From an optimization exercise on the open Yosys and OpenROAD flow, aimed at small area and a short achievable clock period; shortcuts taken in it are not production practice. The RTL was checked by simulation tests, not by an equivalence proof against the original design.

Setup of before:
Design main, start of the top module:
module main (
    input wire clk,
    input wire rst,
    input wire [7:0] in,
    input wire [2:0] op,
    input wire apply,
    output wire [7:0] tail,
    output wire empty,
    output reg valid
);
    reg [7:0] q0, q1, q2, q3, q4;
    reg [2:0] c;     
    assign tail  = q0;
    assign empty = (c == 3'd0);
    reg [7:0] a, b;
    always @* begin
        case ({c[2], c[0]})
            2'd0: begin a = q1; b = q0; end
            2'd1: begin a = q2; b = q1; end
            2'd2: begin a = q3; b = q2; end
            default: begin a = q4; b = q3; end
        endcase
    end
    wire       mul = op[1] & op[0];
    wire       as  = ~op[0] & (op[1] ^ op[2]);
    wire       add = ~op[2];
    wire [7:0] quo, rem;
    divmul8 u_div (.n(b), .d(a), .mul(mul), .as(as), .add(add), .q(quo), .r(rem));
    reg [7:0] res;
    always @* begin
        case (op)
            3'd0:    res = in;
            3'd5:    res = quo;
            default: res = rem;
        endcase
    end
    wire full = c[2] & c[0];
    wire ge2  = c[2] | c[1];
    wire ge1  = c != 3'd0;
    wire bad = (op == 3'd7)
             | ((op == 3'd0) & full)
             | ((op == 3'd1) & ~ge1)
             | ((op != 3'd0) & (op != 3'd1) & ~ge2)
             | (((op == 3'd5) | (op == 3'd6)) & (a == 8'd0));
    always @(posedge clk) begin
        if (apply && op != 3'd1) begin
            q0 <= res;
            q1 <= q0;
            q2 <= q1;
            q3 <= q2;
            q4 <= q3;
        end
    end
    always @(posedge clk or posedge rst) begin
        if (rst) begin
            c     <= 3'd0;
            valid <= 1'b1;
        end else if (apply) begin
            if (op == 3'd0) c <= c + 3'd1;
            else            c <= c - 3'd1;
            if (bad) valid <= 1'b0;
        end
    end
endmodule
Settings: LEC_CHECK=0, ABC_AREA=1, CAP_MARGIN=0, CORE_MARGIN=2, CORE_UTILIZATION=60, SETUP_SLACK_MARGIN=2, SLEW_MARGIN=0, TNS_END_PERCENT=10; clock period 15.5 ns.
run.sh (not shown) runs the stock make flow with config.mk's settings and CLKGATE_MAP_FILE= SYNTH_SCRIPT=/design/flow/synth_recipe.tcl, a recipe that flattens the netlist after the stock synthesis.
The flow did not stop early for before: all stages ran, and the layout cleared the timing, design-rule and antenna checks.
Relative to before, the following input files were edited for after:
Settings: swapping 2 for 3 in SETUP_SLACK_MARGIN; swapping 60 for 70 in CORE_UTILIZATION.
Notes after the runs:
Summary of after over before: data arrival time of the critical path shrank by 740 ps, core utilization grew by 14 points.
Comparing before and after, the lower fraction of final layout cells sized beyond drive strength 1 is on before.
Comparing the two runs side by side, after comes out ahead of before on maximum operating frequency.
On data required time of the worst path: between before and after, it ends up higher for before.
Re post-route met1 wirelength: before was lower than after.

* * *

exp/umber:
Another version of the RTL of main (not shown whole).
For scale: roughly 550 cells after synthesis, ~0.0048 mm2 of cells after synthesis.
Settings: LEC_CHECK=0, ABC_AREA=1, CAP_MARGIN=0, CORE_MARGIN=2, CORE_UTILIZATION=60, SETUP_SLACK_MARGIN=5, SLEW_MARGIN=0, TNS_END_PERCENT=10; clock period 15.5 ns.
standard.sh (not shown) runs the stock make flow with config.mk's settings and CLKGATE_MAP_FILE= SYNTH_SCRIPT=/design/flow/synth_recipe.tcl, a recipe that flattens the netlist after the stock synthesis.
==> flow/flow/run.sh <==
#!/bin/bash
# The standard layout (standard.sh) with extra ORFS settings read from
# flow/extra.txt (for example power recovery, which downsizes gates off the
# critical paths). ORFS writes each step's log under orfs/logs; make's own
# output goes to standard.log.
EXTRA=$(cat flow/extra.txt)
sed "s|\"\${@:-finish}\"|$EXTRA \"\${@:-finish}\"|" standard.sh > standard_extra.sh
bash standard_extra.sh > standard.log 2>&1
==> flow/flow/extra.txt <==
RECOVER_POWER=100
The inputs of exp/onyx differ from those of exp/umber as listed below.
Settings: SETUP_SLACK_MARGIN now 4, was 5.
==> flow/run.sh (new file) <==
#!/bin/bash
# synth_recipe.tcl (not shown) runs the flow's synth.tcl, then flattens the netlist and writes it again
# the make line also repeats each setting of config.mk as NAME=value (left out here)
make -C /OpenROAD-flow-scripts/flow DESIGN_CONFIG=/design/flow/config.mk WORK_HOME=/design/flow/orfs CLKGATE_MAP_FILE= SYNTH_SCRIPT=/design/flow/synth_recipe.tcl finish
removed: flow/flow/run.sh
removed: flow/flow/extra.txt
removed: flow/standard.sh
Findings:
- exp/umber → exp/onyx: first-pass GRT wire length -about 6%, total routed wire length on the met1 layer ~0 delta, first-iteration DRC count -about 25%, post-layout net count +5, worst reg2reg path depth -about 9%.
- | sum of buffers and inverters on the critical path | exp/onyx vs exp/umber | 4 lower |
- Going from exp/umber to exp/onyx, number of multi-input combinational cells roughly the same.
--- input diff exp/onyx..exp/cedar ---
Settings: a change of CORE_UTILIZATION from 60 to 68; a change of SETUP_SLACK_MARGIN from 4 to 5.
[summary]
First-pass GRT wire length was higher in the run labelled exp/cedar. Setup slack in exp/cedar is larger than in exp/onyx. Between exp/onyx and exp/cedar, the cell count went down. Diff exp/onyx and exp/cedar: final core utilization higher in exp/cedar. Worst hold slack after final layout in exp/cedar is 19 ps higher than in exp/onyx. Area overhead of the layout relative to synthesis: exp/onyx and exp/cedar compared, higher one is exp/cedar. exp/cedar ended up with q0[2] as its worst setup path endpoint; exp/onyx ended up with q0[4].
The following lists how exp/violet was set up differently from exp/cedar:
Settings: ABC_AREA removed (was 1); CORE_UTILIZATION changed from 68 to 60.
## What came out
exp/violet ended with every stage complete and zero timing, DRC or antenna violations. On area occupied by multi-input gates, the lower figure sits with exp/cedar, not exp/violet. Of exp/violet and exp/cedar, the run reporting the higher worst setup slack before clock tree synthesis was exp/cedar. The synthesized cell count in exp/violet sits 18% below the value recorded for exp/cedar. Between exp/violet and exp/cedar, the aggregate global-route resource usage is lower for exp/violet. Row met2 layer wire length in the routed design: exp/violet lower / exp/cedar higher.

-- afterwards: timing with drivers on the ports --
In the flow no input, the clock included, has a driving cell. The finished layouts below were timed again as built, in two steps. Step 1 assumes that a clkbuf_16 drives the clock port and a buf_2 every other input. Step 2, shift: input delay + t, output delay - t, t = (earliest + latest rising clock arrival at the registers) / 2. This alone moves slack from input paths to output paths. Three values: ideal, step 1, step 2; two values: the first two.
| run | t (ns) | setup slack, ns | hold WS [ns] | clock arrival spread, ns | cell pins on the clock port's net |
|---|---|---|---|---|---|
| before | 0.323 | 3.135 / 3.135 / 3.135 | 0.482 / 0.482 / 0.482 | 0.007 / 0.007 | 1 |
| after | 0.331 | 3.850 / 3.850 / 3.557 | 0.477 / 0.477 / 0.477 | 0.019 / 0.020 | 1 |
| exp/umber | 0.327 | 3.801 / 3.801 / 3.801 | 0.445 / 0.445 / 0.445 | 0.013 / 0.013 | 1 |
| exp/onyx | 0.325 | 4.414 / 4.414 / 4.414 | 0.456 / 0.456 / 0.456 | 0.006 / 0.007 | 1 |
| exp/cedar | 0.326 | 4.730 / 4.730 / 4.730 | 0.476 / 0.476 / 0.476 | 0.006 / 0.007 | 1 |
| exp/violet | 0.319 | 4.083 / 4.083 / 4.083 | 0.484 / 0.484 / 0.484 | 0.010 / 0.011 | 1 |
After both steps every run listed still meets setup and hold. For after, which loses most, drivers alone change the setup slack by 0.000 ns; drivers and shift together by -0.293 ns.
